This design comes from an exercise in tuning for small area on the open sky130 flow, not from production work. In this exercise RTL edits were held to simulation tests only and were not proved equivalent to the original. The clock port is modelled as an ideal driver, which makes a skipped or thinned clock tree look cheaper than it is; a real chip needs a root buffer or a tree.

[flow/design.v]
module sqrt_u32 (
    input  wire        clk,
    input  wire        rst_n,
    input  wire        valid_in,
    input  wire [31:0] data_i,
    output wire        valid_out,
    output wire [15:0] data_o
);
    reg [1:0] v;
    always @(posedge clk or negedge rst_n)
        if (!rst_n) v <= 2'd0;
        else v <= {v[0], valid_in};
    assign valid_out = v[1];
    wire [9:0] r9_d;
    reg  [9:0] r9_q;
    wire [8:0] q9_d;
    reg  [8:0] q9_q;
    wire [13:0] x9_d;
    reg  [13:0] x9_q;
    always @(posedge clk) begin
        r9_q <= r9_d;
        q9_q <= q9_d;
        x9_q <= x9_d;
    end
    wire [13:0] r13_d;
    reg  [13:0] r13_q;
    wire [12:0] q13_d;
    reg  [12:0] q13_q;
    wire [5:0] x13_d;
    reg  [5:0] x13_q;
    always @(posedge clk) begin
        r13_q <= r13_d;
        q13_q <= q13_d;
        x13_q <= x13_d;
    end
    sqrt_seg0 u_seg0 (.x0(data_i), .r9(r9_d), .q9(q9_d), .x9(x9_d));
    sqrt_seg1 u_seg1 (.r9(r9_q), .q9(q9_q), .x9(x9_q), .r13(r13_d), .q13(q13_d), .x13(x13_d));
    sqrt_seg2 u_seg2 (.r13(r13_q), .q13(q13_q), .x13(x13_q), .q16(data_o));
endmodule
module sqrt_seg0 (
    input  wire [31:0] x0,
    output wire [9:0] r9,
    output wire [8:0] q9,
    output wire [13:0] x9
);
    wire [1:0] t0 = x0[31:30];
    wire [1:0] d0 = t0 - 2'd1;
    wire ge0 = |t0;
    wire [1:0] r1 = ge0 ? d0[1:0] : t0[1:0];
    wire [29:0] x1 = x0[29:0];
    wire [0:0] q1 = ge0;
    wire [3:0] t1 = {r1, x1[29:28]};
    wire [3:0] n1 = {1'b1, ~q1, 2'b10};
    wire [4:0] c1;
    wire [3:0] d1;
    assign c1[0] = 1'b1;
    assign d1[0] = t1[0] ^ n1[0] ^ c1[0];
    assign c1[1] = (t1[0] & n1[0]) | (t1[0] & c1[0]) | (n1[0] & c1[0]);
    assign d1[1] = t1[1] ^ n1[1] ^ c1[1];
    assign c1[2] = (t1[1] & n1[1]) | (t1[1] & c1[1]) | (n1[1] & c1[1]);
    assign d1[2] = t1[2] ^ n1[2] ^ c1[2];
    assign c1[3] = (t1[2] & n1[2]) | (t1[2] & c1[2]) | (n1[2] & c1[2]);
    assign d1[3] = t1[3] ^ n1[3] ^ c1[3];
    assign c1[4] = (t1[3] & n1[3]) | (t1[3] & c1[3]) | (n1[3] & c1[3]);
    wire ge1 = c1[4];
    wire [2:0] r2 = t1[2:0] ^ ({3{ge1}} & (n1[2:0] ^ c1[2:0]));
    wire [27:0] x2 = x1[27:0];
    wire [1:0] q2 = {q1, ge1};
    wire [4:0] t2 = {r2, x2[27:26]};
    wire [4:0] n2 = {1'b1, ~q2, 2'b10};
    wire [5:0] c2;
    wire [4:0] d2;
    assign c2[0] = 1'b1;
    assign d2[0] = t2[0] ^ n2[0] ^ c2[0];
    assign c2[1] = (t2[0] & n2[0]) | (t2[0] & c2[0]) | (n2[0] & c2[0]);
    assign d2[1] = t2[1] ^ n2[1] ^ c2[1];
    assign c2[2] = (t2[1] & n2[1]) | (t2[1] & c2[1]) | (n2[1] & c2[1]);
    assign d2[2] = t2[2] ^ n2[2] ^ c2[2];
    assign c2[3] = (t2[2] & n2[2]) | (t2[2] & c2[2]) | (n2[2] & c2[2]);
    assign d2[3] = t2[3] ^ n2[3] ^ c2[3];
    assign c2[4] = (t2[3] & n2[3]) | (t2[3] & c2[3]) | (n2[3] & c2[3]);
    assign d2[4] = t2[4] ^ n2[4] ^ c2[4];
    assign c2[5] = (t2[4] & n2[4]) | (t2[4] & c2[4]) | (n2[4] & c2[4]);
    wire ge2 = c2[5];
    wire [3:0] r3 = t2[3:0] ^ ({4{ge2}} & (n2[3:0] ^ c2[3:0]));
    wire [25:0] x3 = x2[25:0];
    wire [2:0] q3 = {q2, ge2};
    wire [5:0] t3 = {r3, x3[25:24]};
    wire [5:0] n3 = {1'b1, ~q3, 2'b10};
    wire [6:0] c3;
    wire [5:0] d3;
    assign c3[0] = 1'b1;
    assign d3[0] = t3[0] ^ n3[0] ^ c3[0];
    assign c3[1] = (t3[0] & n3[0]) | (t3[0] & c3[0]) | (n3[0] & c3[0]);
    assign d3[1] = t3[1] ^ n3[1] ^ c3[1];
    assign c3[2] = (t3[1] & n3[1]) | (t3[1] & c3[1]) | (n3[1] & c3[1]);
    assign d3[2] = t3[2] ^ n3[2] ^ c3[2];
    assign c3[3] = (t3[2] & n3[2]) | (t3[2] & c3[2]) | (n3[2] & c3[2]);
    assign d3[3] = t3[3] ^ n3[3] ^ c3[3];
    assign c3[4] = (t3[3] & n3[3]) | (t3[3] & c3[3]) | (n3[3] & c3[3]);
    assign d3[4] = t3[4] ^ n3[4] ^ c3[4];
    assign c3[5] = (t3[4] & n3[4]) | (t3[4] & c3[4]) | (n3[4] & c3[4]);
    assign d3[5] = t3[5] ^ n3[5] ^ c3[5];
    assign c3[6] = (t3[5] & n3[5]) | (t3[5] & c3[5]) | (n3[5] & c3[5]);
    wire ge3 = c3[6];
    wire [4:0] r4 = t3[4:0] ^ ({5{ge3}} & (n3[4:0] ^ c3[4:0]));
    wire [23:0] x4 = x3[23:0];
    wire [3:0] q4 = {q3, ge3};
    wire [6:0] t4 = {r4, x4[23:22]};
    wire [6:0] n4 = {1'b1, ~q4, 2'b10};
    wire [7:0] c4;
    wire [6:0] d4;
    assign c4[0] = 1'b1;
    assign d4[0] = t4[0] ^ n4[0] ^ c4[0];
    assign c4[1] = (t4[0] & n4[0]) | (t4[0] & c4[0]) | (n4[0] & c4[0]);
    assign d4[1] = t4[1] ^ n4[1] ^ c4[1];
    assign c4[2] = (t4[1] & n4[1]) | (t4[1] & c4[1]) | (n4[1] & c4[1]);
    assign d4[2] = t4[2] ^ n4[2] ^ c4[2];
    assign c4[3] = (t4[2] & n4[2]) | (t4[2] & c4[2]) | (n4[2] & c4[2]);
    assign d4[3] = t4[3] ^ n4[3] ^ c4[3];
    assign c4[4] = (t4[3] & n4[3]) | (t4[3] & c4[3]) | (n4[3] & c4[3]);
    assign d4[4] = t4[4] ^ n4[4] ^ c4[4];
    assign c4[5] = (t4[4] & n4[4]) | (t4[4] & c4[4]) | (n4[4] & c4[4]);
    assign d4[5] = t4[5] ^ n4[5] ^ c4[5];
    assign c4[6] = (t4[5] & n4[5]) | (t4[5] & c4[5]) | (n4[5] & c4[5]);
    assign d4[6] = t4[6] ^ n4[6] ^ c4[6];
    assign c4[7] = (t4[6] & n4[6]) | (t4[6] & c4[6]) | (n4[6] & c4[6]);
    wire ge4 = c4[7];
    wire [5:0] r5 = t4[5:0] ^ ({6{ge4}} & (n4[5:0] ^ c4[5:0]));
    wire [21:0] x5 = x4[21:0];
    wire [4:0] q5 = {q4, ge4};
    wire [7:0] t5 = {r5, x5[21:20]};
    wire [7:0] n5 = {1'b1, ~q5, 2'b10};
    wire [8:0] c5;
    wire [7:0] d5;
    assign c5[0] = 1'b1;
    assign d5[0] = t5[0] ^ n5[0] ^ c5[0];
    assign c5[1] = (t5[0] & n5[0]) | (t5[0] & c5[0]) | (n5[0] & c5[0]);
    assign d5[1] = t5[1] ^ n5[1] ^ c5[1];
    assign c5[2] = (t5[1] & n5[1]) | (t5[1] & c5[1]) | (n5[1] & c5[1]);
    assign d5[2] = t5[2] ^ n5[2] ^ c5[2];
    assign c5[3] = (t5[2] & n5[2]) | (t5[2] & c5[2]) | (n5[2] & c5[2]);
    assign d5[3] = t5[3] ^ n5[3] ^ c5[3];
    assign c5[4] = (t5[3] & n5[3]) | (t5[3] & c5[3]) | (n5[3] & c5[3]);
    assign d5[4] = t5[4] ^ n5[4] ^ c5[4];
    assign c5[5] = (t5[4] & n5[4]) | (t5[4] & c5[4]) | (n5[4] & c5[4]);
    assign d5[5] = t5[5] ^ n5[5] ^ c5[5];
    assign c5[6] = (t5[5] & n5[5]) | (t5[5] & c5[5]) | (n5[5] & c5[5]);
    assign d5[6] = t5[6] ^ n5[6] ^ c5[6];
    assign c5[7] = (t5[6] & n5[6]) | (t5[6] & c5[6]) | (n5[6] & c5[6]);
    assign d5[7] = t5[7] ^ n5[7] ^ c5[7];
    assign c5[8] = (t5[7] & n5[7]) | (t5[7] & c5[7]) | (n5[7] & c5[7]);
    wire ge5 = c5[8];
    wire [6:0] r6 = t5[6:0] ^ ({7{ge5}} & (n5[6:0] ^ c5[6:0]));
    wire [19:0] x6 = x5[19:0];
    wire [5:0] q6 = {q5, ge5};
    wire [8:0] t6 = {r6, x6[19:18]};
    wire [8:0] n6 = {1'b1, ~q6, 2'b10};
    wire [9:0] c6;
    wire [8:0] d6;
    assign c6[0] = 1'b1;
    assign d6[0] = t6[0] ^ n6[0] ^ c6[0];
    assign c6[1] = (t6[0] & n6[0]) | (t6[0] & c6[0]) | (n6[0] & c6[0]);
    assign d6[1] = t6[1] ^ n6[1] ^ c6[1];
    assign c6[2] = (t6[1] & n6[1]) | (t6[1] & c6[1]) | (n6[1] & c6[1]);
    assign d6[2] = t6[2] ^ n6[2] ^ c6[2];
    assign c6[3] = (t6[2] & n6[2]) | (t6[2] & c6[2]) | (n6[2] & c6[2]);
    assign d6[3] = t6[3] ^ n6[3] ^ c6[3];
    assign c6[4] = (t6[3] & n6[3]) | (t6[3] & c6[3]) | (n6[3] & c6[3]);
    assign d6[4] = t6[4] ^ n6[4] ^ c6[4];
    assign c6[5] = (t6[4] & n6[4]) | (t6[4] & c6[4]) | (n6[4] & c6[4]);
    assign d6[5] = t6[5] ^ n6[5] ^ c6[5];
    assign c6[6] = (t6[5] & n6[5]) | (t6[5] & c6[5]) | (n6[5] & c6[5]);
    assign d6[6] = t6[6] ^ n6[6] ^ c6[6];
    assign c6[7] = (t6[6] & n6[6]) | (t6[6] & c6[6]) | (n6[6] & c6[6]);
    assign d6[7] = t6[7] ^ n6[7] ^ c6[7];
    assign c6[8] = (t6[7] & n6[7]) | (t6[7] & c6[7]) | (n6[7] & c6[7]);
    assign d6[8] = t6[8] ^ n6[8] ^ c6[8];
    assign c6[9] = (t6[8] & n6[8]) | (t6[8] & c6[8]) | (n6[8] & c6[8]);
    wire ge6 = c6[9];
    wire [7:0] r7 = t6[7:0] ^ ({8{ge6}} & (n6[7:0] ^ c6[7:0]));
    wire [17:0] x7 = x6[17:0];
    wire [6:0] q7 = {q6, ge6};
    wire [9:0] t7 = {r7, x7[17:16]};
    wire [9:0] n7 = {1'b1, ~q7, 2'b10};
    wire [10:0] c7;
    wire [9:0] d7;
    assign c7[0] = 1'b1;
    assign d7[0] = t7[0] ^ n7[0] ^ c7[0];
    assign c7[1] = (t7[0] & n7[0]) | (t7[0] & c7[0]) | (n7[0] & c7[0]);
    assign d7[1] = t7[1] ^ n7[1] ^ c7[1];
    assign c7[2] = (t7[1] & n7[1]) | (t7[1] & c7[1]) | (n7[1] & c7[1]);
    assign d7[2] = t7[2] ^ n7[2] ^ c7[2];
    assign c7[3] = (t7[2] & n7[2]) | (t7[2] & c7[2]) | (n7[2] & c7[2]);
    assign d7[3] = t7[3] ^ n7[3] ^ c7[3];
    assign c7[4] = (t7[3] & n7[3]) | (t7[3] & c7[3]) | (n7[3] & c7[3]);
    assign d7[4] = t7[4] ^ n7[4] ^ c7[4];
    assign c7[5] = (t7[4] & n7[4]) | (t7[4] & c7[4]) | (n7[4] & c7[4]);
    assign d7[5] = t7[5] ^ n7[5] ^ c7[5];
    assign c7[6] = (t7[5] & n7[5]) | (t7[5] & c7[5]) | (n7[5] & c7[5]);
    assign d7[6] = t7[6] ^ n7[6] ^ c7[6];
    assign c7[7] = (t7[6] & n7[6]) | (t7[6] & c7[6]) | (n7[6] & c7[6]);
    assign d7[7] = t7[7] ^ n7[7] ^ c7[7];
    assign c7[8] = (t7[7] & n7[7]) | (t7[7] & c7[7]) | (n7[7] & c7[7]);
    assign d7[8] = t7[8] ^ n7[8] ^ c7[8];
    assign c7[9] = (t7[8] & n7[8]) | (t7[8] & c7[8]) | (n7[8] & c7[8]);
    assign d7[9] = t7[9] ^ n7[9] ^ c7[9];
    assign c7[10] = (t7[9] & n7[9]) | (t7[9] & c7[9]) | (n7[9] & c7[9]);
    wire ge7 = c7[10];
    wire [8:0] r8 = t7[8:0] ^ ({9{ge7}} & (n7[8:0] ^ c7[8:0]));
    wire [15:0] x8 = x7[15:0];
    wire [7:0] q8 = {q7, ge7};
    wire [10:0] t8 = {r8, x8[15:14]};
    wire [10:0] n8 = {1'b1, ~q8, 2'b10};
    wire [11:0] c8;
    wire [10:0] d8;
    assign c8[0] = 1'b1;
    assign d8[0] = t8[0] ^ n8[0] ^ c8[0];
    assign c8[1] = (t8[0] & n8[0]) | (t8[0] & c8[0]) | (n8[0] & c8[0]);
    assign d8[1] = t8[1] ^ n8[1] ^ c8[1];
    assign c8[2] = (t8[1] & n8[1]) | (t8[1] & c8[1]) | (n8[1] & c8[1]);
    assign d8[2] = t8[2] ^ n8[2] ^ c8[2];
    assign c8[3] = (t8[2] & n8[2]) | (t8[2] & c8[2]) | (n8[2] & c8[2]);
    assign d8[3] = t8[3] ^ n8[3] ^ c8[3];
    assign c8[4] = (t8[3] & n8[3]) | (t8[3] & c8[3]) | (n8[3] & c8[3]);
    assign d8[4] = t8[4] ^ n8[4] ^ c8[4];
    assign c8[5] = (t8[4] & n8[4]) | (t8[4] & c8[4]) | (n8[4] & c8[4]);
    assign d8[5] = t8[5] ^ n8[5] ^ c8[5];
    assign c8[6] = (t8[5] & n8[5]) | (t8[5] & c8[5]) | (n8[5] & c8[5]);
    assign d8[6] = t8[6] ^ n8[6] ^ c8[6];
    assign c8[7] = (t8[6] & n8[6]) | (t8[6] & c8[6]) | (n8[6] & c8[6]);
    assign d8[7] = t8[7] ^ n8[7] ^ c8[7];
    assign c8[8] = (t8[7] & n8[7]) | (t8[7] & c8[7]) | (n8[7] & c8[7]);
    assign d8[8] = t8[8] ^ n8[8] ^ c8[8];
    assign c8[9] = (t8[8] & n8[8]) | (t8[8] & c8[8]) | (n8[8] & c8[8]);
    assign d8[9] = t8[9] ^ n8[9] ^ c8[9];
    assign c8[10] = (t8[9] & n8[9]) | (t8[9] & c8[9]) | (n8[9] & c8[9]);
    assign d8[10] = t8[10] ^ n8[10] ^ c8[10];
    assign c8[11] = (t8[10] & n8[10]) | (t8[10] & c8[10]) | (n8[10] & c8[10]);
    wire ge8 = c8[11];
    assign r9 = ge8 ? d8[9:0] : t8[9:0];
    assign x9 = x8[13:0];
    assign q9 = {q8, ge8};
endmodule
module sqrt_seg1 (
    input  wire [9:0] r9,
    input  wire [8:0] q9,
    input  wire [13:0] x9,
    output wire [13:0] r13,
    output wire [12:0] q13,
    output wire [5:0] x13
);
    wire [11:0] t9 = {r9, x9[13:12]};
    wire [11:0] n9 = {1'b1, ~q9, 2'b10};
    wire [12:0] c9;
    wire [11:0] d9;
    assign c9[0] = 1'b1;
    assign d9[0] = t9[0] ^ n9[0] ^ c9[0];
    assign c9[1] = (t9[0] & n9[0]) | (t9[0] & c9[0]) | (n9[0] & c9[0]);
    assign d9[1] = t9[1] ^ n9[1] ^ c9[1];
    assign c9[2] = (t9[1] & n9[1]) | (t9[1] & c9[1]) | (n9[1] & c9[1]);
    assign d9[2] = t9[2] ^ n9[2] ^ c9[2];
    assign c9[3] = (t9[2] & n9[2]) | (t9[2] & c9[2]) | (n9[2] & c9[2]);
    assign d9[3] = t9[3] ^ n9[3] ^ c9[3];
    assign c9[4] = (t9[3] & n9[3]) | (t9[3] & c9[3]) | (n9[3] & c9[3]);
    assign d9[4] = t9[4] ^ n9[4] ^ c9[4];
    assign c9[5] = (t9[4] & n9[4]) | (t9[4] & c9[4]) | (n9[4] & c9[4]);
    assign d9[5] = t9[5] ^ n9[5] ^ c9[5];
    assign c9[6] = (t9[5] & n9[5]) | (t9[5] & c9[5]) | (n9[5] & c9[5]);
    assign d9[6] = t9[6] ^ n9[6] ^ c9[6];
    assign c9[7] = (t9[6] & n9[6]) | (t9[6] & c9[6]) | (n9[6] & c9[6]);
    assign d9[7] = t9[7] ^ n9[7] ^ c9[7];
    assign c9[8] = (t9[7] & n9[7]) | (t9[7] & c9[7]) | (n9[7] & c9[7]);
    assign d9[8] = t9[8] ^ n9[8] ^ c9[8];
    assign c9[9] = (t9[8] & n9[8]) | (t9[8] & c9[8]) | (n9[8] & c9[8]);
    assign d9[9] = t9[9] ^ n9[9] ^ c9[9];
    assign c9[10] = (t9[9] & n9[9]) | (t9[9] & c9[9]) | (n9[9] & c9[9]);
    assign d9[10] = t9[10] ^ n9[10] ^ c9[10];
    assign c9[11] = (t9[10] & n9[10]) | (t9[10] & c9[10]) | (n9[10] & c9[10]);
    assign d9[11] = t9[11] ^ n9[11] ^ c9[11];
    assign c9[12] = (t9[11] & n9[11]) | (t9[11] & c9[11]) | (n9[11] & c9[11]);
    wire ge9 = c9[12];
    wire [10:0] r10 = ge9 ? d9[10:0] : t9[10:0];
    wire [11:0] x10 = x9[11:0];
    wire [9:0] q10 = {q9, ge9};
    wire [12:0] t10 = {r10, x10[11:10]};
    wire [12:0] n10 = {1'b1, ~q10, 2'b10};
    wire [13:0] c10;
    wire [12:0] d10;
    assign c10[0] = 1'b1;
    assign d10[0] = t10[0] ^ n10[0] ^ c10[0];
    assign c10[1] = (t10[0] & n10[0]) | (t10[0] & c10[0]) | (n10[0] & c10[0]);
    assign d10[1] = t10[1] ^ n10[1] ^ c10[1];
    assign c10[2] = (t10[1] & n10[1]) | (t10[1] & c10[1]) | (n10[1] & c10[1]);
    assign d10[2] = t10[2] ^ n10[2] ^ c10[2];
    assign c10[3] = (t10[2] & n10[2]) | (t10[2] & c10[2]) | (n10[2] & c10[2]);
    assign d10[3] = t10[3] ^ n10[3] ^ c10[3];
    assign c10[4] = (t10[3] & n10[3]) | (t10[3] & c10[3]) | (n10[3] & c10[3]);
    assign d10[4] = t10[4] ^ n10[4] ^ c10[4];
    assign c10[5] = (t10[4] & n10[4]) | (t10[4] & c10[4]) | (n10[4] & c10[4]);
    assign d10[5] = t10[5] ^ n10[5] ^ c10[5];
    assign c10[6] = (t10[5] & n10[5]) | (t10[5] & c10[5]) | (n10[5] & c10[5]);
    assign d10[6] = t10[6] ^ n10[6] ^ c10[6];
    assign c10[7] = (t10[6] & n10[6]) | (t10[6] & c10[6]) | (n10[6] & c10[6]);
    assign d10[7] = t10[7] ^ n10[7] ^ c10[7];
    assign c10[8] = (t10[7] & n10[7]) | (t10[7] & c10[7]) | (n10[7] & c10[7]);
    assign d10[8] = t10[8] ^ n10[8] ^ c10[8];
    assign c10[9] = (t10[8] & n10[8]) | (t10[8] & c10[8]) | (n10[8] & c10[8]);
    assign d10[9] = t10[9] ^ n10[9] ^ c10[9];
    assign c10[10] = (t10[9] & n10[9]) | (t10[9] & c10[9]) | (n10[9] & c10[9]);
    assign d10[10] = t10[10] ^ n10[10] ^ c10[10];
    assign c10[11] = (t10[10] & n10[10]) | (t10[10] & c10[10]) | (n10[10] & c10[10]);
    assign d10[11] = t10[11] ^ n10[11] ^ c10[11];
    assign c10[12] = (t10[11] & n10[11]) | (t10[11] & c10[11]) | (n10[11] & c10[11]);
    assign d10[12] = t10[12] ^ n10[12] ^ c10[12];
    assign c10[13] = (t10[12] & n10[12]) | (t10[12] & c10[12]) | (n10[12] & c10[12]);
    wire ge10 = c10[13];
    wire [11:0] r11 = t10[11:0] ^ ({12{ge10}} & (n10[11:0] ^ c10[11:0]));
    wire [9:0] x11 = x10[9:0];
    wire [10:0] q11 = {q10, ge10};
    wire [13:0] t11 = {r11, x11[9:8]};
    wire [13:0] n11 = {1'b1, ~q11, 2'b10};
    wire [14:0] c11;
    wire [13:0] d11;
    assign c11[0] = 1'b1;
    assign d11[0] = t11[0] ^ n11[0] ^ c11[0];
    assign c11[1] = (t11[0] & n11[0]) | (t11[0] & c11[0]) | (n11[0] & c11[0]);
    assign d11[1] = t11[1] ^ n11[1] ^ c11[1];
    assign c11[2] = (t11[1] & n11[1]) | (t11[1] & c11[1]) | (n11[1] & c11[1]);
    assign d11[2] = t11[2] ^ n11[2] ^ c11[2];
    assign c11[3] = (t11[2] & n11[2]) | (t11[2] & c11[2]) | (n11[2] & c11[2]);
    assign d11[3] = t11[3] ^ n11[3] ^ c11[3];
    assign c11[4] = (t11[3] & n11[3]) | (t11[3] & c11[3]) | (n11[3] & c11[3]);
    assign d11[4] = t11[4] ^ n11[4] ^ c11[4];
    assign c11[5] = (t11[4] & n11[4]) | (t11[4] & c11[4]) | (n11[4] & c11[4]);
    assign d11[5] = t11[5] ^ n11[5] ^ c11[5];
    assign c11[6] = (t11[5] & n11[5]) | (t11[5] & c11[5]) | (n11[5] & c11[5]);
    assign d11[6] = t11[6] ^ n11[6] ^ c11[6];
    assign c11[7] = (t11[6] & n11[6]) | (t11[6] & c11[6]) | (n11[6] & c11[6]);
    assign d11[7] = t11[7] ^ n11[7] ^ c11[7];
    assign c11[8] = (t11[7] & n11[7]) | (t11[7] & c11[7]) | (n11[7] & c11[7]);
    assign d11[8] = t11[8] ^ n11[8] ^ c11[8];
    assign c11[9] = (t11[8] & n11[8]) | (t11[8] & c11[8]) | (n11[8] & c11[8]);
    assign d11[9] = t11[9] ^ n11[9] ^ c11[9];
    assign c11[10] = (t11[9] & n11[9]) | (t11[9] & c11[9]) | (n11[9] & c11[9]);
    assign d11[10] = t11[10] ^ n11[10] ^ c11[10];
    assign c11[11] = (t11[10] & n11[10]) | (t11[10] & c11[10]) | (n11[10] & c11[10]);
    assign d11[11] = t11[11] ^ n11[11] ^ c11[11];
    assign c11[12] = (t11[11] & n11[11]) | (t11[11] & c11[11]) | (n11[11] & c11[11]);
    assign d11[12] = t11[12] ^ n11[12] ^ c11[12];
    assign c11[13] = (t11[12] & n11[12]) | (t11[12] & c11[12]) | (n11[12] & c11[12]);
    assign d11[13] = t11[13] ^ n11[13] ^ c11[13];
    assign c11[14] = (t11[13] & n11[13]) | (t11[13] & c11[13]) | (n11[13] & c11[13]);
    wire ge11 = c11[14];
    wire [12:0] r12 = t11[12:0] ^ ({13{ge11}} & (n11[12:0] ^ c11[12:0]));
    wire [7:0] x12 = x11[7:0];
    wire [11:0] q12 = {q11, ge11};
    wire [14:0] t12 = {r12, x12[7:6]};
    wire [14:0] n12 = {1'b1, ~q12, 2'b10};
    wire [15:0] c12;
    wire [14:0] d12;
    assign c12[0] = 1'b1;
    assign d12[0] = t12[0] ^ n12[0] ^ c12[0];
    assign c12[1] = (t12[0] & n12[0]) | (t12[0] & c12[0]) | (n12[0] & c12[0]);
    assign d12[1] = t12[1] ^ n12[1] ^ c12[1];
    assign c12[2] = (t12[1] & n12[1]) | (t12[1] & c12[1]) | (n12[1] & c12[1]);
    assign d12[2] = t12[2] ^ n12[2] ^ c12[2];
    assign c12[3] = (t12[2] & n12[2]) | (t12[2] & c12[2]) | (n12[2] & c12[2]);
    assign d12[3] = t12[3] ^ n12[3] ^ c12[3];
    assign c12[4] = (t12[3] & n12[3]) | (t12[3] & c12[3]) | (n12[3] & c12[3]);
    assign d12[4] = t12[4] ^ n12[4] ^ c12[4];
    assign c12[5] = (t12[4] & n12[4]) | (t12[4] & c12[4]) | (n12[4] & c12[4]);
    assign d12[5] = t12[5] ^ n12[5] ^ c12[5];
    assign c12[6] = (t12[5] & n12[5]) | (t12[5] & c12[5]) | (n12[5] & c12[5]);
    assign d12[6] = t12[6] ^ n12[6] ^ c12[6];
    assign c12[7] = (t12[6] & n12[6]) | (t12[6] & c12[6]) | (n12[6] & c12[6]);
    assign d12[7] = t12[7] ^ n12[7] ^ c12[7];
    assign c12[8] = (t12[7] & n12[7]) | (t12[7] & c12[7]) | (n12[7] & c12[7]);
    assign d12[8] = t12[8] ^ n12[8] ^ c12[8];
    assign c12[9] = (t12[8] & n12[8]) | (t12[8] & c12[8]) | (n12[8] & c12[8]);
    assign d12[9] = t12[9] ^ n12[9] ^ c12[9];
    assign c12[10] = (t12[9] & n12[9]) | (t12[9] & c12[9]) | (n12[9] & c12[9]);
    assign d12[10] = t12[10] ^ n12[10] ^ c12[10];
    assign c12[11] = (t12[10] & n12[10]) | (t12[10] & c12[10]) | (n12[10] & c12[10]);
    assign d12[11] = t12[11] ^ n12[11] ^ c12[11];
    assign c12[12] = (t12[11] & n12[11]) | (t12[11] & c12[11]) | (n12[11] & c12[11]);
    assign d12[12] = t12[12] ^ n12[12] ^ c12[12];
    assign c12[13] = (t12[12] & n12[12]) | (t12[12] & c12[12]) | (n12[12] & c12[12]);
    assign d12[13] = t12[13] ^ n12[13] ^ c12[13];
    assign c12[14] = (t12[13] & n12[13]) | (t12[13] & c12[13]) | (n12[13] & c12[13]);
    assign d12[14] = t12[14] ^ n12[14] ^ c12[14];
    assign c12[15] = (t12[14] & n12[14]) | (t12[14] & c12[14]) | (n12[14] & c12[14]);
    wire ge12 = c12[15];
    assign r13 = t12[13:0] ^ ({14{ge12}} & (n12[13:0] ^ c12[13:0]));
    assign x13 = x12[5:0];
    assign q13 = {q12, ge12};
endmodule
module sqrt_seg2 (
    input  wire [13:0] r13,
    input  wire [12:0] q13,
    input  wire [5:0] x13,
    output wire [15:0] q16
);
    wire [15:0] t13 = {r13, x13[5:4]};
    wire [15:0] n13 = {1'b1, ~q13, 2'b10};
    wire [16:0] c13;
    wire [15:0] d13;
    assign c13[0] = 1'b1;
    assign d13[0] = t13[0] ^ n13[0] ^ c13[0];
    assign c13[1] = (t13[0] & n13[0]) | (t13[0] & c13[0]) | (n13[0] & c13[0]);
    assign d13[1] = t13[1] ^ n13[1] ^ c13[1];
    assign c13[2] = (t13[1] & n13[1]) | (t13[1] & c13[1]) | (n13[1] & c13[1]);
    assign d13[2] = t13[2] ^ n13[2] ^ c13[2];
    assign c13[3] = (t13[2] & n13[2]) | (t13[2] & c13[2]) | (n13[2] & c13[2]);
    assign d13[3] = t13[3] ^ n13[3] ^ c13[3];
    assign c13[4] = (t13[3] & n13[3]) | (t13[3] & c13[3]) | (n13[3] & c13[3]);
    assign d13[4] = t13[4] ^ n13[4] ^ c13[4];
    assign c13[5] = (t13[4] & n13[4]) | (t13[4] & c13[4]) | (n13[4] & c13[4]);
    assign d13[5] = t13[5] ^ n13[5] ^ c13[5];
    assign c13[6] = (t13[5] & n13[5]) | (t13[5] & c13[5]) | (n13[5] & c13[5]);
    assign d13[6] = t13[6] ^ n13[6] ^ c13[6];
    assign c13[7] = (t13[6] & n13[6]) | (t13[6] & c13[6]) | (n13[6] & c13[6]);
    assign d13[7] = t13[7] ^ n13[7] ^ c13[7];
    assign c13[8] = (t13[7] & n13[7]) | (t13[7] & c13[7]) | (n13[7] & c13[7]);
    assign d13[8] = t13[8] ^ n13[8] ^ c13[8];
    assign c13[9] = (t13[8] & n13[8]) | (t13[8] & c13[8]) | (n13[8] & c13[8]);
    assign d13[9] = t13[9] ^ n13[9] ^ c13[9];
    assign c13[10] = (t13[9] & n13[9]) | (t13[9] & c13[9]) | (n13[9] & c13[9]);
    assign d13[10] = t13[10] ^ n13[10] ^ c13[10];
    assign c13[11] = (t13[10] & n13[10]) | (t13[10] & c13[10]) | (n13[10] & c13[10]);
    assign d13[11] = t13[11] ^ n13[11] ^ c13[11];
    assign c13[12] = (t13[11] & n13[11]) | (t13[11] & c13[11]) | (n13[11] & c13[11]);
    assign d13[12] = t13[12] ^ n13[12] ^ c13[12];
    assign c13[13] = (t13[12] & n13[12]) | (t13[12] & c13[12]) | (n13[12] & c13[12]);
    assign d13[13] = t13[13] ^ n13[13] ^ c13[13];
    assign c13[14] = (t13[13] & n13[13]) | (t13[13] & c13[13]) | (n13[13] & c13[13]);
    assign d13[14] = t13[14] ^ n13[14] ^ c13[14];
    assign c13[15] = (t13[14] & n13[14]) | (t13[14] & c13[14]) | (n13[14] & c13[14]);
    assign d13[15] = t13[15] ^ n13[15] ^ c13[15];
    assign c13[16] = (t13[15] & n13[15]) | (t13[15] & c13[15]) | (n13[15] & c13[15]);
    wire ge13 = c13[16];
    wire [14:0] r14 = ge13 ? d13[14:0] : t13[14:0];
    wire [3:0] x14 = x13[3:0];
    wire [13:0] q14 = {q13, ge13};
    wire [16:0] t14 = {r14, x14[3:2]};
    wire [16:0] n14 = {1'b1, ~q14, 2'b10};
    wire [17:0] c14;
    wire [16:0] d14;
    assign c14[0] = 1'b1;
    assign d14[0] = t14[0] ^ n14[0] ^ c14[0];
    assign c14[1] = (t14[0] & n14[0]) | (t14[0] & c14[0]) | (n14[0] & c14[0]);
    assign d14[1] = t14[1] ^ n14[1] ^ c14[1];
    assign c14[2] = (t14[1] & n14[1]) | (t14[1] & c14[1]) | (n14[1] & c14[1]);
    assign d14[2] = t14[2] ^ n14[2] ^ c14[2];
    assign c14[3] = (t14[2] & n14[2]) | (t14[2] & c14[2]) | (n14[2] & c14[2]);
    assign d14[3] = t14[3] ^ n14[3] ^ c14[3];
    assign c14[4] = (t14[3] & n14[3]) | (t14[3] & c14[3]) | (n14[3] & c14[3]);
    assign d14[4] = t14[4] ^ n14[4] ^ c14[4];
    assign c14[5] = (t14[4] & n14[4]) | (t14[4] & c14[4]) | (n14[4] & c14[4]);
    assign d14[5] = t14[5] ^ n14[5] ^ c14[5];
    assign c14[6] = (t14[5] & n14[5]) | (t14[5] & c14[5]) | (n14[5] & c14[5]);
    assign d14[6] = t14[6] ^ n14[6] ^ c14[6];
    assign c14[7] = (t14[6] & n14[6]) | (t14[6] & c14[6]) | (n14[6] & c14[6]);
    assign d14[7] = t14[7] ^ n14[7] ^ c14[7];
    assign c14[8] = (t14[7] & n14[7]) | (t14[7] & c14[7]) | (n14[7] & c14[7]);
    assign d14[8] = t14[8] ^ n14[8] ^ c14[8];
    assign c14[9] = (t14[8] & n14[8]) | (t14[8] & c14[8]) | (n14[8] & c14[8]);
    assign d14[9] = t14[9] ^ n14[9] ^ c14[9];
    assign c14[10] = (t14[9] & n14[9]) | (t14[9] & c14[9]) | (n14[9] & c14[9]);
    assign d14[10] = t14[10] ^ n14[10] ^ c14[10];
    assign c14[11] = (t14[10] & n14[10]) | (t14[10] & c14[10]) | (n14[10] & c14[10]);
    assign d14[11] = t14[11] ^ n14[11] ^ c14[11];
    assign c14[12] = (t14[11] & n14[11]) | (t14[11] & c14[11]) | (n14[11] & c14[11]);
    assign d14[12] = t14[12] ^ n14[12] ^ c14[12];
    assign c14[13] = (t14[12] & n14[12]) | (t14[12] & c14[12]) | (n14[12] & c14[12]);
    assign d14[13] = t14[13] ^ n14[13] ^ c14[13];
    assign c14[14] = (t14[13] & n14[13]) | (t14[13] & c14[13]) | (n14[13] & c14[13]);
    assign d14[14] = t14[14] ^ n14[14] ^ c14[14];
    assign c14[15] = (t14[14] & n14[14]) | (t14[14] & c14[14]) | (n14[14] & c14[14]);
    assign d14[15] = t14[15] ^ n14[15] ^ c14[15];
    assign c14[16] = (t14[15] & n14[15]) | (t14[15] & c14[15]) | (n14[15] & c14[15]);
    assign d14[16] = t14[16] ^ n14[16] ^ c14[16];
    assign c14[17] = (t14[16] & n14[16]) | (t14[16] & c14[16]) | (n14[16] & c14[16]);
    wire ge14 = c14[17];
    wire [17:0] a1_a = {d14[15:0], x14[1:0]};
    wire [17:0] a1_n = ~({1'b0, q14, 3'b101});
    wire [18:0] a1_c;
    assign a1_c[0] = 1'b1;
    assign a1_c[1] = (a1_a[0] & a1_n[0]) | (a1_a[0] & a1_c[0]) | (a1_n[0] & a1_c[0]);
    assign a1_c[2] = (a1_a[1] & a1_n[1]) | (a1_a[1] & a1_c[1]) | (a1_n[1] & a1_c[1]);
    assign a1_c[3] = (a1_a[2] & a1_n[2]) | (a1_a[2] & a1_c[2]) | (a1_n[2] & a1_c[2]);
    assign a1_c[4] = (a1_a[3] & a1_n[3]) | (a1_a[3] & a1_c[3]) | (a1_n[3] & a1_c[3]);
    assign a1_c[5] = (a1_a[4] & a1_n[4]) | (a1_a[4] & a1_c[4]) | (a1_n[4] & a1_c[4]);
    assign a1_c[6] = (a1_a[5] & a1_n[5]) | (a1_a[5] & a1_c[5]) | (a1_n[5] & a1_c[5]);
    assign a1_c[7] = (a1_a[6] & a1_n[6]) | (a1_a[6] & a1_c[6]) | (a1_n[6] & a1_c[6]);
    assign a1_c[8] = (a1_a[7] & a1_n[7]) | (a1_a[7] & a1_c[7]) | (a1_n[7] & a1_c[7]);
    assign a1_c[9] = (a1_a[8] & a1_n[8]) | (a1_a[8] & a1_c[8]) | (a1_n[8] & a1_c[8]);
    assign a1_c[10] = (a1_a[9] & a1_n[9]) | (a1_a[9] & a1_c[9]) | (a1_n[9] & a1_c[9]);
    assign a1_c[11] = (a1_a[10] & a1_n[10]) | (a1_a[10] & a1_c[10]) | (a1_n[10] & a1_c[10]);
    assign a1_c[12] = (a1_a[11] & a1_n[11]) | (a1_a[11] & a1_c[11]) | (a1_n[11] & a1_c[11]);
    assign a1_c[13] = (a1_a[12] & a1_n[12]) | (a1_a[12] & a1_c[12]) | (a1_n[12] & a1_c[12]);
    assign a1_c[14] = (a1_a[13] & a1_n[13]) | (a1_a[13] & a1_c[13]) | (a1_n[13] & a1_c[13]);
    assign a1_c[15] = (a1_a[14] & a1_n[14]) | (a1_a[14] & a1_c[14]) | (a1_n[14] & a1_c[14]);
    assign a1_c[16] = (a1_a[15] & a1_n[15]) | (a1_a[15] & a1_c[15]) | (a1_n[15] & a1_c[15]);
    assign a1_c[17] = (a1_a[16] & a1_n[16]) | (a1_a[16] & a1_c[16]) | (a1_n[16] & a1_c[16]);
    assign a1_c[18] = (a1_a[17] & a1_n[17]) | (a1_a[17] & a1_c[17]) | (a1_n[17] & a1_c[17]);
    wire a1 = a1_c[18];
    wire [17:0] a0_a = {t14[15:0], x14[1:0]};
    wire [17:0] a0_n = ~({1'b0, q14, 3'b001});
    wire [18:0] a0_c;
    assign a0_c[0] = 1'b1;
    assign a0_c[1] = (a0_a[0] & a0_n[0]) | (a0_a[0] & a0_c[0]) | (a0_n[0] & a0_c[0]);
    assign a0_c[2] = (a0_a[1] & a0_n[1]) | (a0_a[1] & a0_c[1]) | (a0_n[1] & a0_c[1]);
    assign a0_c[3] = (a0_a[2] & a0_n[2]) | (a0_a[2] & a0_c[2]) | (a0_n[2] & a0_c[2]);
    assign a0_c[4] = (a0_a[3] & a0_n[3]) | (a0_a[3] & a0_c[3]) | (a0_n[3] & a0_c[3]);
    assign a0_c[5] = (a0_a[4] & a0_n[4]) | (a0_a[4] & a0_c[4]) | (a0_n[4] & a0_c[4]);
    assign a0_c[6] = (a0_a[5] & a0_n[5]) | (a0_a[5] & a0_c[5]) | (a0_n[5] & a0_c[5]);
    assign a0_c[7] = (a0_a[6] & a0_n[6]) | (a0_a[6] & a0_c[6]) | (a0_n[6] & a0_c[6]);
    assign a0_c[8] = (a0_a[7] & a0_n[7]) | (a0_a[7] & a0_c[7]) | (a0_n[7] & a0_c[7]);
    assign a0_c[9] = (a0_a[8] & a0_n[8]) | (a0_a[8] & a0_c[8]) | (a0_n[8] & a0_c[8]);
    assign a0_c[10] = (a0_a[9] & a0_n[9]) | (a0_a[9] & a0_c[9]) | (a0_n[9] & a0_c[9]);
    assign a0_c[11] = (a0_a[10] & a0_n[10]) | (a0_a[10] & a0_c[10]) | (a0_n[10] & a0_c[10]);
    assign a0_c[12] = (a0_a[11] & a0_n[11]) | (a0_a[11] & a0_c[11]) | (a0_n[11] & a0_c[11]);
    assign a0_c[13] = (a0_a[12] & a0_n[12]) | (a0_a[12] & a0_c[12]) | (a0_n[12] & a0_c[12]);
    assign a0_c[14] = (a0_a[13] & a0_n[13]) | (a0_a[13] & a0_c[13]) | (a0_n[13] & a0_c[13]);
    assign a0_c[15] = (a0_a[14] & a0_n[14]) | (a0_a[14] & a0_c[14]) | (a0_n[14] & a0_c[14]);
    assign a0_c[16] = (a0_a[15] & a0_n[15]) | (a0_a[15] & a0_c[15]) | (a0_n[15] & a0_c[15]);
    assign a0_c[17] = (a0_a[16] & a0_n[16]) | (a0_a[16] & a0_c[16]) | (a0_n[16] & a0_c[16]);
    assign a0_c[18] = (a0_a[17] & a0_n[17]) | (a0_a[17] & a0_c[17]) | (a0_n[17] & a0_c[17]);
    wire a0 = a0_c[18];
    wire ge15 = ge14 ? a1 : a0;
    assign q16 = {q14, ge14, ge15};
endmodule
[flow/flow/run.sh]
#!/bin/bash
# Standard layout (standard.sh) with its own logic mapping:
# - synthesis keeps the pipeline-stage modules apart until after ABC (SYNTH_HIERARCHICAL=1)
#   and maps each with its own ABC script (flow/*.abc), so a stage with timing to spare is
#   mapped for area and one without is mapped for speed; the standard flow's synthesis script then
#   flattens the design as usual (no pass-through buffers: SYNTH_INSBUF=0). The registers all
#   sit in the top module, as in the RTL.
# - Yosys's full-adder extraction is skipped (ADDER_MAP_FILE empty), so ABC maps the carry
#   chains itself.
# - input and output ports get the smallest buffer (buf_1).
export BUFFER_PORTS_ARGS="-buffer_cell sky130_fd_sc_hd__buf_1"
# - clock tree without dummy loads.
export CTS_ARGS="-sink_clustering_enable -repair_clock_nets -buf_list sky130_fd_sc_hd__clkbuf_8 -dont_use_dummy_load"
# - after clock tree synthesis, registers of nearby clock-tree leaf buffers are moved onto one
#   buffer until 6 leaf buffers remain (flow/merge_clk.tcl, ORFS's POST_CTS_TCL hook).
set -euo pipefail
here=$(pwd)
sed 's|^\(\s*\)log_cmd abc {\*}$abc_args|\1source $::env(MY_ABC_TCL)|' \
  "$FLOW_HOME/scripts/synth.tcl" > "$here/synth_abc.tcl"
grep -q 'MY_ABC_TCL' "$here/synth_abc.tcl"
sed "s|\$::env(SCRIPTS_DIR)/synth.tcl|$here/synth_abc.tcl|" synth_recipe.tcl > "$here/synth_recipe_abc.tcl"
grep -q synth_abc.tcl "$here/synth_recipe_abc.tcl"
sed "s|SYNTH_SCRIPT=[^ ]*|SYNTH_SCRIPT=$here/synth_recipe_abc.tcl|" standard.sh > "$here/standard_abc.sh"
export POST_CTS_TCL="$here/flow/merge_clk.tcl"
export ADDER_MAP_FILE=
export SYNTH_HIERARCHICAL=1
export SYNTH_INSBUF=0
export MY_ABC_TCL="$here/flow/abc_per_module.tcl"
export MY_ABC_MOD=" sqrt_seg0 $here/flow/t6.abc sqrt_seg1 $here/flow/u3.abc sqrt_seg2 $here/flow/s11.abc"
bash "$here/standard_abc.sh" > standard.log 2>&1
[flow/flow/abc_per_module.tcl]
# Sourced by synth_abc.tcl in place of ORFS's single abc call: each pipeline-stage module gets
# its own ABC script (MY_ABC_MOD is "module script ..."), then the top module (registers only)
# gets ORFS's script.
foreach {mod scr} $::env(MY_ABC_MOD) {
  log_cmd abc {*}[lreplace $abc_args 1 1 $scr] $mod
}
log_cmd abc {*}$abc_args $::env(DESIGN_NAME)
[flow/flow/merge_clk.tcl]
# Merge clock-tree leaf buffers: CTS builds an H-tree whose leaves drive at most 15 registers
# each; this moves the registers of nearby leaves onto one buffer until at most
# MERGE_CLK_LEAVES leaves remain, and deletes the emptied buffers.
proc merge_clk_leaves { target } {
  set block [ord::get_db_block]
  set leaves {}
  foreach inst [$block getInsts] {
    set m [[$inst getMaster] getName]
    if { ![string match "sky130_fd_sc_hd__clkbuf_*" $m] } { continue }
    set out [$inst findITerm X]
    set net [$out getNet]
    if { $net == "NULL" } { continue }
    set drives_ff 0
    foreach it [$net getITerms] {
      if { [[$it getMTerm] getName] eq "CLK" } { set drives_ff 1 }
    }
    if { $drives_ff } { lappend leaves $inst }
  }
  puts "merge_clk: [llength $leaves] leaf buffers"
  while { [llength $leaves] > $target } {
    set best {}
    set bestd 1e30
    for { set i 0 } { $i < [llength $leaves] } { incr i } {
      for { set j [expr {$i + 1}] } { $j < [llength $leaves] } { incr j } {
        set a [lindex $leaves $i]; set b [lindex $leaves $j]
        set pa [$a getLocation]; set pb [$b getLocation]
        set d [expr {abs([lindex $pa 0] - [lindex $pb 0]) + abs([lindex $pa 1] - [lindex $pb 1])}]
        if { $d < $bestd } { set bestd $d; set best [list $i $j] }
      }
    }
    set a [lindex $leaves [lindex $best 0]]
    set b [lindex $leaves [lindex $best 1]]
    set anet [[$a findITerm X] getNet]
    set bnet [[$b findITerm X] getNet]
    foreach it [$bnet getITerms] {
      if { [$it getInst] == $b } { continue }
      $it disconnect
      $it connect $anet
    }
    foreach it [$b getITerms] { if { [$it getNet] != "NULL" } { $it disconnect } }
    odb::dbInst_destroy $b
    if { [llength [$bnet getITerms]] == 0 && [llength [$bnet getBTerms]] == 0 } { odb::dbNet_destroy $bnet }
    set leaves [lreplace $leaves [lindex $best 1] [lindex $best 1]]
  }
  puts "merge_clk: [llength $leaves] leaf buffers left"
}
merge_clk_leaves 6
[flow/flow/s11.abc]
strash
dc2
dch -f
map -a
topo
stime -c
buffer -c
upsize -c
dnsize -c
[flow/flow/t6.abc]
strash
dc2
dch
map -B 0.9
topo
stime -c
buffer -c
dnsize -c
[flow/flow/u3.abc]
strash
dc2
dch -f
map -B 0.9
topo
stime -c
buffer -c
dnsize -c
[flow/standard.sh]
#!/bin/bash
# synth_recipe.tcl (not shown) runs the flow's synth.tcl, then flattens the netlist and writes it again
# the make line also repeats each setting of config.mk as NAME=value (left out here)
make -C /OpenROAD-flow-scripts/flow DESIGN_CONFIG=/design/flow/config.mk WORK_HOME=/design/flow/orfs CLKGATE_MAP_FILE= SYNTH_SCRIPT=/design/flow/synth_recipe.tcl "${@:-finish}"
[flow/config.mk]
export PLATFORM = sky130hd
export DESIGN_NAME = sqrt_u32
export DESIGN_NICKNAME = sqrt_u32
export VERILOG_FILES = /design/flow/design.v
export SDC_FILE = /design/flow/constraint.sdc
export NUM_CORES = 4
export LEC_CHECK = 0
export ABC_AREA = 1
export CAP_MARGIN = 20
export CORE_MARGIN = 2
export CORE_UTILIZATION = 55
export CTS_BUF_LIST = sky130_fd_sc_hd__clkbuf_8
export GPL_TIMING_DRIVEN = 0
export PLACE_DENSITY = 0.65
export SETUP_SLACK_MARGIN = -0.55
export SLEW_MARGIN = 20
[flow/constraint.sdc]
create_clock -name core_clock -period 9.0 [get_ports {clk}]
set_input_delay 1.8000 -clock core_clock [delete_from_list [all_inputs] [get_ports {clk}]]
set_output_delay 1.8000 -clock core_clock [all_outputs]
set_load 0.01 [all_outputs]
==> results of run 1 <==
metal layers:
metal  track usage (%)  share of wire (%)  vias up
met5                 0                  0        -
met4              4.30               0.76        0
met3              3.07                2.2       10
met2              46.8                 53       60
met1              25.9                 44     2776
li1                  -                  -     3476
stage by stage:
step / utilization, %
finish: 63.2
detailed placement: 59.2
global placement: 59.2
global route: 63.2
floorplan: -
worst reg2reg max path, delay by kind of cell, from the launching register on:
| family | cells | cell delay (ns) |
|---|---|---|
| and+or+nand+nor | 66 | 6.15 |
| buffers and inverters | 4 | 1.17 |
| xor gates and xnor gates | 2 | 0.46 |
| DFF | 1 | 0.38 |
cell usage after synthesis (4+ instances only):
cell type  count  area (µm²)
clkbuf_1       4        15.0
a21oi_1       15        75.1
nand2_1      459        1720
o21ai_1        6        30.0
nand3_1      119         596
inv_1        116         435
o21ai_0       44         220
nor3_1        10        50.1
nand4_1        9        56.3
a221oi_1       7        61.3
maj3_2         5        56.3
nor2_1        35         131
nand3_2        5        50.1
nand2_2       13        81.3
nand3b_1       8        60.1
dfxtp_1       66        1320
o21ai_2        4        35.0
xnor2_1       36         315
or2_2          8        50.1
xor2_1        40         350
Yosys stat by module, one instance, submodules excluded:
module / cells inside / area [µm²] / flops+latches
sqrt_seg0: 322 / 1480 / 0
sqrt_seg1: 376 / 1710 / 0
sqrt_seg2: 275 / 1440 / 0
sqrt_u32: 68 / 1370 / 68
state kept, by name, indices dropped and copies added, names as in the netlist:
signal	flops
q13_q	13
q9_q	9
r13_q	14
r9_q	10
v	2
x13_q	6
x9_q	14
final cells by class:
class / count / area, µm²
plain buffers: 9 / 50.0
clock buffers: 7 / 96.3
inverters: 117 / 444
well taps: 140 / 175
repair buffers: 68 / 322
flip-flops and latches: 68 / 1380
fillers: 1144 / 3950
multi-input cells: 848 / 4330
kinds of logic after synthesis:
family | synth area share [%]
XOR/XNOR | 11.4
buffers and inverters | 8.13
AO/OA/AOI/OAI | 8.87
adder cells (fa/ha/maj) | 1.11
multiplexers | 0.167
flip-flops | 22.9
AND/OR/NAND/NOR | 47.5
path summary, 6_finish.rpt:
kind                                  to  slack, ns
worst min register to register  x13_q[0]       0.31
worst min-delay path            x13_q[0]       0.31
worst max register to register  r13_q[6]       0.70
min in group asynchronous           v[1]       1.26
max in group asynchronous           v[0]       7.59
worst max-delay path             r9_q[8]       0.30
==> flow_summary.yaml, run 1 <==
setup_path:
  worstPathBufferInverterCount: 7
  crit_arrival_ns: 8.95
  crit-reg2reg-launch: "q9_q[0]"
  worst-path-stages: 70
  crit_fanout: 10
  setup.worst_path.class: "in -> reg"
  critical-path-top-delay-family: "simple AND/OR/NAND/NOR gates"
  timing.critical_path.mode_cell: "nand2_1"
  worst_setup_path_start_kind: "input port"
  endpoint_kind: "flop"
  ff2ff_path_depth: 72
  crit_start: "data_i[30]"
  critical_path_required_ns: 9.25
  critical_path.max_stage_delay_ns: 0.36
  worst_path_max_delay_cell: "o21ai_2"
min_path:
  worstHoldStart: "x9_q[0]"
  hold-path-cell-count: 0
  hold_path_class: "reg -> reg"
die:
  core-area_um2: 10700
  floorplan.initialDensity_pct: 55.8
  die_x_um: 108
  die_h_um: 108
  number_of_top_level_design_ports: 52
  floorplan_die_area_um2: 11800
  rows: 38
logic_synthesis:
  synth_ff_type: "dfxtp_1"
  yosys_register_bits: 68
  ys_async_rst_share_pct: 2.94
  proportion_of_synthesized_chip_area_in_sequential_cells_pct: 22.9
  avgSynthCellArea_um2: 5.76
  synth_cells: 1041
  post_synth_num_cell_types: 42
  synth-edff-count: 0
  synth.cell_area_um2: 6000
  yosys_warnings: 7
  syn-num-nets: 1076
clock_tree:
  clock_sink_count: 68
  clk_latency_ns: 0.34
  clk_pin_slew_ns: 0.09
place:
  gpl.final_weighted_congestion: 0.850
  placedInstanceArea_um2: 6360
  placed_cells_incl_taps: 1232
  detailed_place_hpwl_um: 11300
  pre_cts_slack_ns: -1.33
  numPortBuffers: 51
final_layout:
  flow.area_growth_from_synthesis_pct: 13.2
  design_area_um2: 6790
  insertedDiodeCount: 0
  final_common_cell: "nand2_1"
  layout_common_cells: "436 x nand2_1, 113 x nand3_1, 110 x inv_1"
  final_net_count: 1154
  drive_above_1_share_pct: 10.6
  layout.cells.non_filler: 1257
global_route:
  track_usage_pct: 23.3
  global_route_wire_length_before_repair_um: 22400
  antenna_violations_before_repair: 0
  maximum_number_of_pins_on_one_net_before_global_route_repair: 18
  first_global_vias: 5380
  grt-ovfl-total: 0
routing:
  detail-route-antenna-nets: 0
  route.vias.total: 6322
  vias_per_inst: 5.03
  drt_drc_violations_left: 0
  drt-initial-drc-count: 259
  wl_per_cell_um: 11.1
  drt-total-wl_um: 13900
  dr.pass1.iters: 4
sta:
  whs_ns: 0.307
  setup_ws_ns: 0.299
  fmaxAchievable_mhz: 115
  min_period_ns: 8.70
  fin_worst_skew_ns: 0.0296
  unrepaired_setup_endpoints_after_global_routing: "true"
  slew_violations: 0
  setup_violations: 0
  finalHoldViolCount: 0
  worst_slew_margin_rel_pct: 63.8
  final.setup.tns_ns: 0
  fin_crit_sh_pct: 96.7
  slew_at_the_pin_with_the_worst_max_slew_slack_ns: 0.542
run_status:
  status: "no timing/DRC/antenna violations"
job:
  max-cap-violations: 0
==> run 2: changes to the inputs <==
--- a/flow/flow/run.sh
+++ b/flow/flow/run.sh
@@ -14,3 +14,3 @@
 # - after clock tree synthesis, registers of nearby clock-tree leaf buffers are moved onto one
-#   buffer until 6 leaf buffers remain (flow/merge_clk.tcl, ORFS's POST_CTS_TCL hook).
+#   buffer until 5 leaf buffers remain (flow/merge_clk.tcl, ORFS's POST_CTS_TCL hook).
 set -euo pipefail
--- a/flow/flow/merge_clk.tcl
+++ b/flow/flow/merge_clk.tcl
@@ -46,2 +46,2 @@
 }
-merge_clk_leaves 6
+merge_clk_leaves 5
==> run 2 against run 1 <==
  * Via count decreased by 0.70%
  * Critical path depth unchanged
  * Hold slack improved by 0.032 ns
  * Still clean on timing, DRC and antenna
  * Final area decreased by 0.13%
  * Critical path type unchanged
  * First-iteration DRC count decreased by 10%
  * Area after synthesis unchanged
==> flow_summary.yaml, run 2 <==
logic_synthesis:
  yosysMostFrequentCell: "nand2_1"
  yosys_register_bits: 68
  synth.cells.most_frequent: "459 x nand2_1, 119 x nand3_1, 116 x inv_1, 66 x dfxtp_1, 44 x o21ai_0"
  yosysTopAreaCell: "nand2_1"
  proportion_of_synthesized_chip_area_in_sequential_cells_pct: 22.9
  synth-edff-count: 0
  synth_ff_type: "dfxtp_1"
  yosys_warnings: 7
  syn-num-nets: 1076
  avgSynthCellArea_um2: 5.76
  leading_cell_types_by_total_area_after_synthesis: "nand2_1 29%, dfxtp_1 22%, nand3_1 9.9%"
  top_area_cell_type_share_of_the_netlist_area_pct: 28.7
  post_synth_num_cell_types: 42
  ys_async_rst_share_pct: 2.94
  synth.cell_area_um2: 6000
  synth_cells: 1041
final_layout:
  insertedDiodeCount: 0
  biggestRegsByFlops: "r13_q: 14 flops, x9_q: 14 flops, q13_q: 13 flops"
  design_area_um2: 6780
  layout.cells.non_filler: 1256
  final_net_count: 1153
  multi_input_comb_area_um2: 4330
  layout_common_cells: "436 x nand2_1, 112 x nand3_1, 110 x inv_1"
  drive_above_1_share_pct: 10.6
  final_common_cell: "nand2_1"
  final.fill_count: 1146
  final-seq-area_um2: 1380
  flow.area_growth_from_synthesis_pct: 13.1
setup_path:
  critical_path.max_stage_delay_ns: 0.36
  crit_arrival_ns: 8.92
  timing.critical_path.mode_cell: "nand2_1"
  crit_fanout: 10
  worst_path_max_delay_cell: "o21ai_2"
  endpoint_kind: "flop"
  worst_setup_path_start_kind: "input port"
  critical_path_required_ns: 9.23
  setup.worst_path.class: "in -> reg"
routing:
  drt-total-wl_um: 13800
  vias_per_inst: 5.00
  dr.pass1.iters: 5
  detail-route-antenna-nets: 0
  route.vias.total: 6278
  drt_drc_violations_left: 0
  drt-initial-drc-count: 232
  wl_per_cell_um: 11.0
die:
  floorplan.initialDensity_pct: 55.8
  die_h_um: 108
  die_x_um: 108
  core-area_um2: 10700
  floorplan_die_area_um2: 11800
  rows: 38
  number_of_top_level_design_ports: 52
global_route:
  grt-ovfl-total: 0
  global_route_wire_length_before_repair_um: 22400
  antenna_violations_before_repair: 0
  track_usage_pct: 23.2
  first_global_vias: 5377
  maximum_number_of_pins_on_one_net_before_global_route_repair: 22
sta:
  worst_slew_margin_rel_pct: 64.7
  setup_violations: 0
  fin_crit_sh_pct: 96.6
  whs_ns: 0.339
  min_period_ns: 8.69
  slew_at_the_pin_with_the_worst_max_slew_slack_ns: 0.524
  fin_worst_skew_ns: 0.0454
  fmaxAchievable_mhz: 115
  slew_violations: 0
  finalHoldViolCount: 0
  unrepaired_setup_endpoints_after_global_routing: "true"
job:
  max-cap-violations: 0
place:
  gpl.final_weighted_congestion: 0.850
  detailed_place_hpwl_um: 11300
  numPortBuffers: 51
  placedInstanceArea_um2: 6360
  placed_cells_incl_taps: 1232
min_path:
  hold_path_class: "reg -> reg"
run_status:
  status: "no timing/DRC/antenna violations"
clock_tree:
  clock_sink_count: 68
  clk_pin_slew_ns: 0.11
  clk_latency_ns: 0.34
run 2: cell counts after synthesis:
Identical to the previous run, type by type.
run 2: logic make-up after synthesis:
group,synth area share [%]
buffers and inverters,8.13
and+or+nand+nor,47.5
xor gates and xnor gates,11.4
muxes,0.167
AOI/OAI and AO/OA,8.87
DFF,22.9
adders and majority gates,1.11
run 2: area by class of cell:
type	count	area share [%]
multi-input combinational	848	63.8
sequential	68	20.3
inverter	117	6.55
timing repair buffer	68	4.74
tap	140	2.58
clock buffer	6	1.22
buffer	9	0.738
run 2: stage by stage:
step	utilization [%]	setup TNS, ns	setup slack [ns]
global route	63.1	-13.44	-0.614
floorplan	-	0	0.652
finish	63.1	0	0.309
global placement	59.2	-13.03	-1.28
detailed placement	59.2	-13.51	-1.33
run 2: per-module statistics from Yosys (local to each module, per instance):
| module | cells inside | cell area (µm²) | copies in the design | flip-flops and latches |
|---|---|---|---|---|
| sqrt_seg1 | 376 | 1710 | 1 | 0 |
| sqrt_seg2 | 275 | 1440 | 1 | 0 |
| sqrt_seg0 | 322 | 1480 | 1 | 0 |
| sqrt_u32 | 68 | 1370 | 1 | 68 |
run 2: path summary, 6_finish.rpt:
kind                             from       end  slack (ns)  depth (start not counted)
max                        data_i[30]   r9_q[8]        0.31                         70
min                           x9_q[0]  x13_q[0]        0.34                          0
max reg2reg                   q9_q[1]  r13_q[6]        0.69                         70
min reg2reg                   x9_q[0]  x13_q[0]        0.34                          0
max in group asynchronous       rst_n      v[1]        7.58                          1
min in group asynchronous       rst_n      v[0]        1.23                          1
run 2: per-layer routing:
layer	vias up	routed length (µm)	share of wire [%]	GRT usage, %
met5	-	0	0	0
met4	0	103	0.75	4.30
met3	9	217	1.6	2.71
met2	48	7330	53	46.7
met1	2753	6170	45	26.0
li1	3468	-	-	-
run 2: worst max-delay path: cells and delay by family:
family	cells	cell delay (ns)
and+or+nand+nor	60	5.64
xor gates and xnor gates	1	0.18
buffers and inverters	7	0.88
AOI/OAI and AO/OA	2	0.43
==> run 3: changes to the inputs <==
--- a/flow/flow/run.sh
+++ b/flow/flow/run.sh
@@ -15,2 +15,4 @@
 #   buffer until 5 leaf buffers remain (flow/merge_clk.tcl, ORFS's POST_CTS_TCL hook).
+# - timing repair uses only these moves: sizeup,buffer.
+export SETUP_MOVE_SEQUENCE="sizeup,buffer"
 set -euo pipefail
==> run 3 against run 2 <==
  * Final cell count is 0.56% lower
  * Maximum frequency is 0.32% lower
  * Die area stayed put
  * Via count is 1.1% lower
  * Routed wire length is 2.3% lower
  * Non-clock buffer count is 5 lower
  * Area after synthesis stayed put
  * Critical path type unchanged
  * Critical endpoint unchanged
  * Largest cell class unchanged
  * Highest routed layer unchanged
==> flow_summary.yaml, run 3 <==
global_route:
  grt-ovfl-total: 0
  first_global_vias: 5377
  global_route_wire_length_before_repair_um: 22400
  antenna_violations_before_repair: 0
  maximum_number_of_pins_on_one_net_before_global_route_repair: 22
  track_usage_pct: 23.2
logic_synthesis:
  yosysTopAreaCell: "nand2_1"
  synth_cells: 1041
  synth_compound_area_share_pct: 8.87
  avgSynthCellArea_um2: 5.76
  leading_cell_types_by_total_area_after_synthesis: "nand2_1 29%, dfxtp_1 22%, nand3_1 9.9%"
  share_of_synthesized_cell_area_in_full_adder_half_adder_and_majority_cells_pct: 1.11
  xor_xnor_cell_area_share_of_the_yosys_netlist_pct: 11.4
  synth.cells.most_frequent: "459 x nand2_1, 119 x nand3_1, 116 x inv_1, 66 x dfxtp_1, 44 x o21ai_0"
  post_synth_num_cell_types: 42
  proportion_of_synthesized_chip_area_in_sequential_cells_pct: 22.9
  synth.cell_area_um2: 6000
  synth_ff_type: "dfxtp_1"
  yosys_warnings: 7
  yosys_register_bits: 68
  simple_gate_fraction_of_synth_area_pct: 47.5
  yosys-mux-area-fraction_pct: 0.167
  synth_top_family_by_area: "simple AND/OR/NAND/NOR gates"
  yosysMostFrequentCell: "nand2_1"
  top_area_cell_type_share_of_the_netlist_area_pct: 28.7
  synth-edff-count: 0
  syn-num-nets: 1076
  ys_async_rst_share_pct: 2.94
routing:
  detail-route-antenna-nets: 0
  drt_drc_violations_left: 0
  wl_per_cell_um: 10.8
  drt-initial-drc-count: 258
  drt-total-wl_um: 13500
  route.vias.total: 6210
  vias_per_inst: 4.97
  dr.pass1.iters: 4
setup_path:
  worst_path_max_delay_cell: "buf_4"
  worst-path-stages: 75
  crit_fanout: 10
  critical_path.max_stage_delay_ns: 0.19
  regToRegEndpoint: "r13_q[6]"
  timing.critical_path.mode_cell: "nand2_1"
  crit-reg2reg-launch: "x9_q[12]"
  crit_arrival_ns: 8.95
  setup.worst_path.class: "in -> reg"
  critical-path-top-delay-family: "simple AND/OR/NAND/NOR gates"
  worst_setup_path_start_kind: "input port"
  ff2ff_path_depth: 73
  critical_path_required_ns: 9.23
  worst-r2r-setup-slack_ns: 0.71
  endpoint_kind: "flop"
  worstPathBufferInverterCount: 7
sta:
  slew_violations: 0
  slew_at_the_pin_with_the_worst_max_slew_slack_ns: 0.520
  fmaxAchievable_mhz: 115
  fin_worst_skew_ns: 0.0439
  setup_violations: 0
  worst_slew_margin_rel_pct: 64.9
  min_period_ns: 8.72
  finalHoldViolCount: 0
  fin_crit_sh_pct: 96.9
min_path:
  hold-path-cell-count: 0
  hold_path_end: "x13_q[0]"
  hold_path_class: "reg -> reg"
  worstHoldStart: "x9_q[0]"
place:
  detailed_place_hpwl_um: 11300
  placedInstanceArea_um2: 6360
  numPortBuffers: 51
  gpl.final_weighted_congestion: 0.850
  placed_cells_incl_taps: 1232
final_layout:
  layout_common_cells: "433 x nand2_1, 111 x nand3_1, 110 x inv_1"
  final_net_count: 1146
  drive_above_1_share_pct: 10.6
  final_common_cell: "nand2_1"
  layout.cells.non_filler: 1249
  design_area_um2: 6760
  biggestRegsByFlops: "r13_q: 14 flops, x9_q: 14 flops, q13_q: 13 flops"
  insertedDiodeCount: 0
  flow.area_growth_from_synthesis_pct: 12.7
clock_tree:
  clock_sink_count: 68
  clk_pin_slew_ns: 0.11
  clk_latency_ns: 0.34
die:
  die_x_um: 108
  rows: 38
  core-area_um2: 10700
  die_h_um: 108
  floorplan_die_area_um2: 11800
  number_of_top_level_design_ports: 52
  floorplan.initialDensity_pct: 55.8
job:
  max-cap-violations: 0
run_status:
  status: "no timing/DRC/antenna violations"
==> run 3: changes by cell type in the layout (fill, tap and decap cells not counted), sizes merged <==
cell    delta
nand3      -2
buf        -6
clkbuf     +1
==> run 3: metrics by stage <==
step	util [%]	hold WS, ns	TNS, ns	setup slack [ns]
global route	62.9	0.346	-13.48	-0.637
finish	62.9	0.339	0	0.281
global placement	59.2	0.311	-13.03	-1.28
detailed placement	59.2	0.312	-13.51	-1.33
floorplan	-	0.310	0	0.652
==> run 3: worst max path at each step <==
stage / start / to / slack [ns]
after detailed placement: data_i[31] / r9_q[8] / -1.33
after floorplan: data_i[26] / r9_q[8] / 0.65
final: data_i[31] / r9_q[8] / 0.28
after global routing: data_i[31] / r9_q[8] / -0.64
after global placement: data_i[31] / r9_q[8] / -1.28
==> run 3: Yosys stat by module, one instance, submodules excluded <==
module	copies in the design	area, µm²	flip-flops and latches
sqrt_seg1	1	1710	0
sqrt_seg0	1	1480	0
sqrt_seg2	1	1440	0
sqrt_u32	1	1370	68
==> run 3: worst reg2reg max path: cells and delay by family, from the launching register on <==
| kind | cells | cell delay (ns) |
|---|---|---|
| simple gates | 67 | 6.26 |
| buf+inv | 4 | 1.07 |
| xor+xnor | 2 | 0.46 |
| flops | 1 | 0.38 |
==> run 3: cell type report <==
class / instances / area (µm²)
Buffer: 10 / 65.1
Clock buffer: 6 / 82.6
Fill cell: 1140 / 3980
Inverter: 117 / 444
Multi-Input combinational cell: 846 / 4340
Sequential cell: 68 / 1380
Tap cell: 140 / 175
Timing Repair Buffer: 62 / 278
==> run 3: kinds of logic (layout without fill, tap and decap cells) <==
logic type	Yosys count	count (layout)
XOR/XNOR	77	77
multiplexers	1	1
adder cells (fa/ha/maj)	6	6
AO/OA/AOI/OAI	90	90
flip-flops	68	68
AND/OR/NAND/NOR	672	672
buffers and inverters	127	195
==> run 3: metal layers <==
metal	up-vias	part of all wire [%]	GRT usage, %
li1	3452	-	-
met1	2708	45	26.0
met2	42	53	46.7
met3	8	1.5	2.71
met4	0	0.72	4.30
met5	-	0	0

what the ideal ports hide:
No port has a modelled driver above. Below, the same layouts with a new extraction and two added sets of constraints.
Step 1: set_driving_cell puts a clkbuf_16 on clk and a buf_2 on each other input, an assumption about the parent block.
Step 2 times the ports against the registers' clock, not the clock port: input delays grow and output delays shrink by t, the midpoint of the rising clock arrivals with the driver on.
Three values: ideal, step 1, step 2; two values: the first two.
run	t, ns	setup slack, ns	worst setup path at the end	pins driven straight from the clock port
run 1	0.358	0.299 / 0.306 / -0.052	input to register	1
run 2	0.351	0.309 / 0.316 / -0.035	input to register	1
run 3	0.351	0.281 / 0.289 / -0.062	input to register	1
With both steps, setup timing fails in every run listed, where it was met with ideal ports. For run 1, which loses most, drivers alone change the setup slack by +0.007 ns; drivers and shift together by -0.351 ns.
